What follows belongs to an exercise in optimizing a design on an open flow for small area and a short achievable clock period; a production flow would make more cautious choices. Only simulation tests tie the RTL to the original design; equivalence was not proved. No activity file was given, so power comes from the tool's default toggle rates.

Design Main, start of the top module:
module Main(
	input clk,
	input reset,
	input start_button,
	input axis_valid,
	input [15:0]axis_value,
	input [15:0]mem_rdata,
	output mem_en,
	output mem_we,
	output [14:0]mem_addr,
	output [15:0]mem_wdata,
	output [15:0]led_value
	);
	reg [1:0] st;
	reg [15:0] ir;
	reg [15:0] opA, opB;
	reg [14:0] ad;
	reg [14:0] pc;
	reg fc, fg, fe;             
	reg [255:0] rf;             
	reg [15:0] led;
	wire s01 = (st == 2'b01);
	wire s10 = (st == 2'b10);
	wire s11 = (st == 2'b11);
	always @(posedge clk) begin
		if (reset) st <= 2'b00;
		else st <= st + 2'b01;
	end
	always @(posedge clk) begin
		if (reset) ir <= 16'h0000;
		else if (s01) ir <= mem_rdata;
	end
	function f_is_i(input [3:0] o);
		f_is_i = (o == 4'b0101) | (o == 4'b0110) | (o == 4'b1001) | (o == 4'b1011) |
		         (o == 4'b0001) | (o == 4'b0010) | (o == 4'b0011) | (o == 4'b1110);
	endfunction
	wire [3:0] opc = ir[15:12];
	wire [3:0] fn  = ir[7:4];
	wire [3:0] rd  = ir[11:8];
	wire [3:0] rs  = ir[3:0];
	wire is_r   = (opc == 4'b0000);
	wire is_i   = f_is_i(opc);
	wire is_ls  = (opc == 4'b0100);
	wire is_st  = is_ls & (fn == 4'b0100);
	wire is_jmp = is_ls & (fn == 4'b1100);
	wire is_ld  = is_ls & ~is_st & ~is_jmp;
	wire is_br  = (opc == 4'b1100);
	wire [3:0] op = is_r ? fn : (is_i ? opc : 4'b0000);
	wire op_add  = (op == 4'b0101) | (op == 4'b0110);
	wire op_addc = (op == 4'b0111) | (op == 4'b0001);
	wire op_sub  = (op == 4'b1001);
  ...
Size in the first run: ~2000 cells after synthesis, roughly 85 I/O pins, ~23000 um2 of cells after synthesis.
==> module Main, before the edit <==
module Main(
	input clk,
	input reset,
	input start_button,
	input axis_valid,
	input [15:0]axis_value,
	input [15:0]mem_rdata,
	output mem_en,
	output mem_we,
	output [14:0]mem_addr,
	output [15:0]mem_wdata,
	output [15:0]led_value
	);
	reg [1:0] st;
	reg [15:0] ir;
	reg [15:0] opA, opB;
	reg [14:0] ad;
	reg [14:0] pc;
	reg fc, fg, fe;             
	reg [255:0] rf;             
	reg [15:0] led;
	wire s01 = (st == 2'b01);
	wire s10 = (st == 2'b10);
	wire s11 = (st == 2'b11);
	always @(posedge clk) begin
		if (reset) st <= 2'b00;
		else st <= st + 2'b01;
	end
	always @(posedge clk) begin
		if (reset) ir <= 16'h0000;
		else if (s01) ir <= mem_rdata;
	end
	function f_is_i(input [3:0] o);
		f_is_i = (o == 4'b0101) | (o == 4'b0110) | (o == 4'b1001) | (o == 4'b1011) |
		         (o == 4'b0001) | (o == 4'b0010) | (o == 4'b0011) | (o == 4'b1110);
	endfunction
	wire [3:0] opc = ir[15:12];
	wire [3:0] fn  = ir[7:4];
	wire [3:0] rd  = ir[11:8];
	wire [3:0] rs  = ir[3:0];
	wire is_r   = (opc == 4'b0000);
	wire is_i   = f_is_i(opc);
	wire is_ls  = (opc == 4'b0100);
	wire is_st  = is_ls & (fn == 4'b0100);
	wire is_jmp = is_ls & (fn == 4'b1100);
	wire is_ld  = is_ls & ~is_st & ~is_jmp;
	wire is_br  = (opc == 4'b1100);
	wire [3:0] op = is_r ? fn : (is_i ? opc : 4'b0000);
	wire op_add  = (op == 4'b0101) | (op == 4'b0110);
	wire op_addc = (op == 4'b0111) | (op == 4'b0001);
	wire op_sub  = (op == 4'b1001);
	wire op_cmp  = (op == 4'b1011);
	wire op_cmpu = (op == 4'b1000);
	wire op_and  = (op == 4'b1111);
	wire op_or   = (op == 4'b0010);
	wire op_xor  = (op == 4'b0011);
	wire op_not  = (op == 4'b1010);
	wire op_lsh  = (op == 4'b0100);
	wire op_mul  = (op == 4'b1110);
	wire op_zero = (op == 4'b1101);
	wire op_wr = op_add | op_addc | op_sub | op_and | op_or | op_xor | op_not | op_lsh | op_mul | op_zero;
	function [15:0] f_imm(input [15:0] w);
		f_imm = {(w[15:12] == 4'b0110) ? 8'h00 : {8{w[7]}}, w[7:0]};
	endfunction
	wire [15:0] A = opA;
	wire [15:0] B = opB;
	wire inv = op_sub | op_cmp | op_cmpu | op_not;
	wire cin = (op_sub | op_cmp | op_cmpu) | (op_addc & fc);
	wire [15:0] Bx = (op_not ? 16'h0000 : B) ^ {16{inv}};
	wire [15:0] px = A ^ Bx;                 
	wire [16:0] s17 = {1'b0, A} + {1'b0, Bx} + {16'h0000, cin};
	wire [15:0] sum = s17[15:0];
	wire cout = s17[16];
	wire c15 = sum[15] ^ A[15] ^ Bx[15];     
	wire eq = &px;                           
	wire ge_s = (~A[15] & B[15]) | (~A[15] & c15) | (B[15] & c15);
	wire [15:0] prod;
	mul16lo mul (.a(A), .b(B), .p(prod));
	wire nr = ~reset;
	wire sel_sum  = nr & s10 & (op_add | op_addc | op_sub);
	wire sel_and  = nr & s10 & op_and;
	wire sel_or   = nr & s10 & op_or;
	wire sel_x    = nr & s10 & (op_xor | op_not);
	wire sel_prod = nr & s10 & (op_lsh | op_mul);
	wire sel_ir   = nr & s10 & is_ld;
	wire sel_mem  = nr & s11;
	wire [15:0] result =
		({16{sel_sum}} & sum) |
		({16{sel_and}} & (A & B)) |
		({16{sel_or}}  & (A | B)) |
		({16{sel_x}}   & px) |
		({16{sel_prod}} & prod);
	wire nfc = (op_add | op_addc) ? cout : (op_sub ? ~cout : fc);
	wire nfg = op_cmp ? (ge_s & ~eq) : (op_cmpu ? (cout & ~eq) : fg);
	wire nfe = (op_cmp | op_cmpu) ? eq : fe;
	always @(posedge clk) begin
		if (reset) begin
			fc <= 1'b0; fg <= 1'b0; fe <= 1'b0;
		end else begin
			fc <= nfc; fg <= nfg; fe <= nfe;
		end
	end
	wire we = (s10 & (op_wr | is_ld)) | (s11 & is_ld);
	wire [15:0] wd = result | ({16{sel_ir}} & ir) | ({16{sel_mem}} & mem_rdata);
	wire [3:0] ra = mem_rdata[11:8];
	wire [3:0] rb = mem_rdata[3:0];
	wire [15:0] pa = rf[16*ra +: 16];
	wire [15:0] pb = rf[16*rb +: 16];
	genvar g;
	generate for (g = 0; g < 16; g = g + 1) begin : regs
		wire wsel = we & (rd == g);
		if (g == 0) begin : r0
			always @(posedge clk)
				if (axis_valid | wsel | reset) rf[15:0] <= axis_valid ? axis_value : wd;
		end else begin : rn
			always @(posedge clk)
				if (wsel | reset) rf[16*g +: 16] <= wd;
		end
	end endgenerate
	always @(posedge clk) led <= rf[255:240];
	wire axA = axis_valid & (s01 ? (ra == 4'd0) : (rd == 4'd0));
	wire axB = axis_valid & (s01 ? (rb == 4'd0) : (rs == 4'd0));
	wire [15:0] nb = axB ? axis_value : pb;
	wire n_r   = (mem_rdata[15:12] == 4'b0000);
	wire n_lsh = n_r & (mem_rdata[7:4] == 4'b0100);
	wire n_i   = f_is_i(mem_rdata[15:12]);
	wire [15:0] n_sh = (nb[15:4] != 12'd0) ? 16'h0000 : (16'h0001 << nb[3:0]);
	always @(posedge clk) begin
		if (axA) opA <= axis_value;
		else if (s01) opA <= pa;
		else if (we) opA <= wd;
		if (s01) ad <= nb[14:0];
		else if (axB) ad <= axis_value[14:0];
		else if (we & (rs == rd)) ad <= wd[14:0];
		if (s01) opB <= n_i ? f_imm(mem_rdata) : (n_lsh ? n_sh : nb);
		else if (~is_i) begin
			if (axB) opB <= axis_value;
			else if (we & (rs == rd)) opB <= wd;
		end
	end
	reg cond;
	always @* begin
		case (rd)
			4'b0000: cond = 1'b1;
			4'b0001: cond = fc;
			4'b0010: cond = fg;
			4'b0011: cond = fe;
			4'b0100: cond = start_button;
			default: cond = 1'b0;
		endcase
	end
	wire pc_zero = (pc == 15'd0);
	wire take = is_br & cond & ~pc_zero;
	wire [14:0] pc_next = pc + (take ? {{7{ir[7]}}, ir[7:0]} : 15'd1);
	always @(posedge clk) begin
		if (reset) pc <= 15'd0;
		else if (s11) pc <= (is_jmp & cond) ? ad : pc_next;
	end
	assign mem_en = ~s10 | (is_ls & ~is_jmp);
	assign mem_we = s10 & is_st;
	assign mem_addr = st[1] ? ad : pc;
	assign mem_wdata = opA;
	assign led_value = led;
endmodule
==> flow/config.mk <==
export PLATFORM = sky130hd
export DESIGN_NAME = Main
export DESIGN_NICKNAME = Main
export VERILOG_FILES = /design/flow/design.v
export SDC_FILE = /design/flow/constraint.sdc
export NUM_CORES = 4
export LEC_CHECK = 0
export CAP_MARGIN = 20
export CORE_MARGIN = 2
export CORE_UTILIZATION = 60
export CTS_BUF_LIST = sky130_fd_sc_hd__clkbuf_4 sky130_fd_sc_hd__clkbuf_8
export CTS_CLUSTER_DIAMETER = 60
export CTS_CLUSTER_SIZE = 16
export SLEW_MARGIN = 20
==> flow/constraint.sdc <==
create_clock -name core_clock -period 11.0 [get_ports {clk}]
set_input_delay 2.2000 -clock core_clock [delete_from_list [all_inputs] [get_ports {clk}]]
set_output_delay 2.2000 -clock core_clock [all_outputs]
set_load 0.01 [all_outputs]
standard.sh (not shown) runs the stock make flow with config.mk's settings and CLKGATE_MAP_FILE= SYNTH_SCRIPT=/design/flow/synth_recipe.tcl, a recipe that flattens the netlist after the stock synthesis.
==> flow/flow/run.sh <==
#!/bin/bash
# The standard layout (standard.sh), with plain buf_2 cells instead of
# delay buffers as the port buffers, and timing repair aimed at 6 ns of
# setup slack. Full tool output goes to standard.log.
export BUFFER_PORTS_ARGS="-buffer_cell sky130_fd_sc_hd__buf_2"
export SETUP_SLACK_MARGIN=6
bash standard.sh finish > standard.log 2>&1
status=$?
tail -n 5 standard.log
exit $status
Then changed:
--- a/flow/design.v
+++ b/flow/design.v
@@ -579,24 +579,26 @@
 	wire axB = axis_valid & (s01 ? (rb == 4'd0) : (rs == 4'd0));
 	wire [15:0] nb = axB ? axis_value : pb;
 	wire n_r   = (mem_rdata[15:12] == 4'b0000);
 	wire n_lsh = n_r & (mem_rdata[7:4] == 4'b0100);
 	wire n_i   = f_is_i(mem_rdata[15:12]);
 	wire [15:0] n_sh = (nb[15:4] != 12'd0) ? 16'h0000 : (16'h0001 << nb[3:0]);
+	wire tb_ax = ~s01 & ~is_i & axB;
+	wire tb_wd = ~s01 & ~is_i & ~axB & we & (rs == rd);
 	always @(posedge clk) begin
-		if (axA) opA <= axis_value;
-		else if (s01) opA <= pa;
-		else if (we) opA <= wd;
+		opA <= ({16{axA}} & axis_value) |
+		       ({16{~axA & s01}} & pa) |
+		       ({16{~axA & ~s01 & we}} & wd) |
+		       ({16{~axA & ~s01 & ~we}} & opA);
 		if (s01) ad <= nb[14:0];
 		else if (axB) ad <= axis_value[14:0];
 		else if (we & (rs == rd)) ad <= wd[14:0];
-		if (s01) opB <= n_i ? f_imm(mem_rdata) : (n_lsh ? n_sh : nb);
-		else if (~is_i) begin
-			if (axB) opB <= axis_value;
-			else if (we & (rs == rd)) opB <= wd;
-		end
+		opB <= ({16{s01}} & (n_i ? f_imm(mem_rdata) : (n_lsh ? n_sh : nb))) |
+		       ({16{tb_ax}} & axis_value) |
+		       ({16{tb_wd}} & wd) |
+		       ({16{~s01 & ~tb_ax & ~tb_wd}} & opB);
 	end
 	reg cond;
 	always @* begin
 		case (rd)
 			4'b0000: cond = 1'b1;
 			4'b0001: cond = fc;
The new run ran to the end with no violations.
Sequential share of layout area drops by 0.37 points.
Global-route usage climbs by 0.23 points.
Worst setup slack improves by 0.27 ns.
Wire length climbs by a few percent.
Synthesized cell count climbs by a few percent.
Utilization drops by 1.5 points.
Via count climbs by a few percent.
Combinational power drops by about a fifth.
Die area climbs slightly.
Non-clock buffer count drops by 44.

==> static timing again, ports no longer ideal <==
The flow's constraints put no driver on any port. The routed layouts listed below were extracted and timed again, unchanged, in two steps.
Step 1, drivers: a clkbuf_16 drives clk and a buf_2 each remaining input, both assumed.
Step 2 times the ports against the registers' clock, not the clock port: input delays grow and output delays shrink by t, the midpoint of the rising clock arrivals with the driver on.
a / b / c = ideal / step 1 / step 2; a / b = the first two.
run	t (ns)	setup WS [ns]	worst hold slack (ns)	slew at the worst register clock pin (ns)
the first run	0.664	5.583 / 5.583 / 5.517	0.404 / 0.404 / 0.404	0.10 / 0.10
the second run	0.711	5.857 / 5.857 / 5.482	0.408 / 0.408 / 0.408	0.11 / 0.11
After both steps setup and hold are still met in every run listed. The setup slack of the second run, which loses most, moves by 0.000 ns with the drivers and by -0.375 ns with both steps.
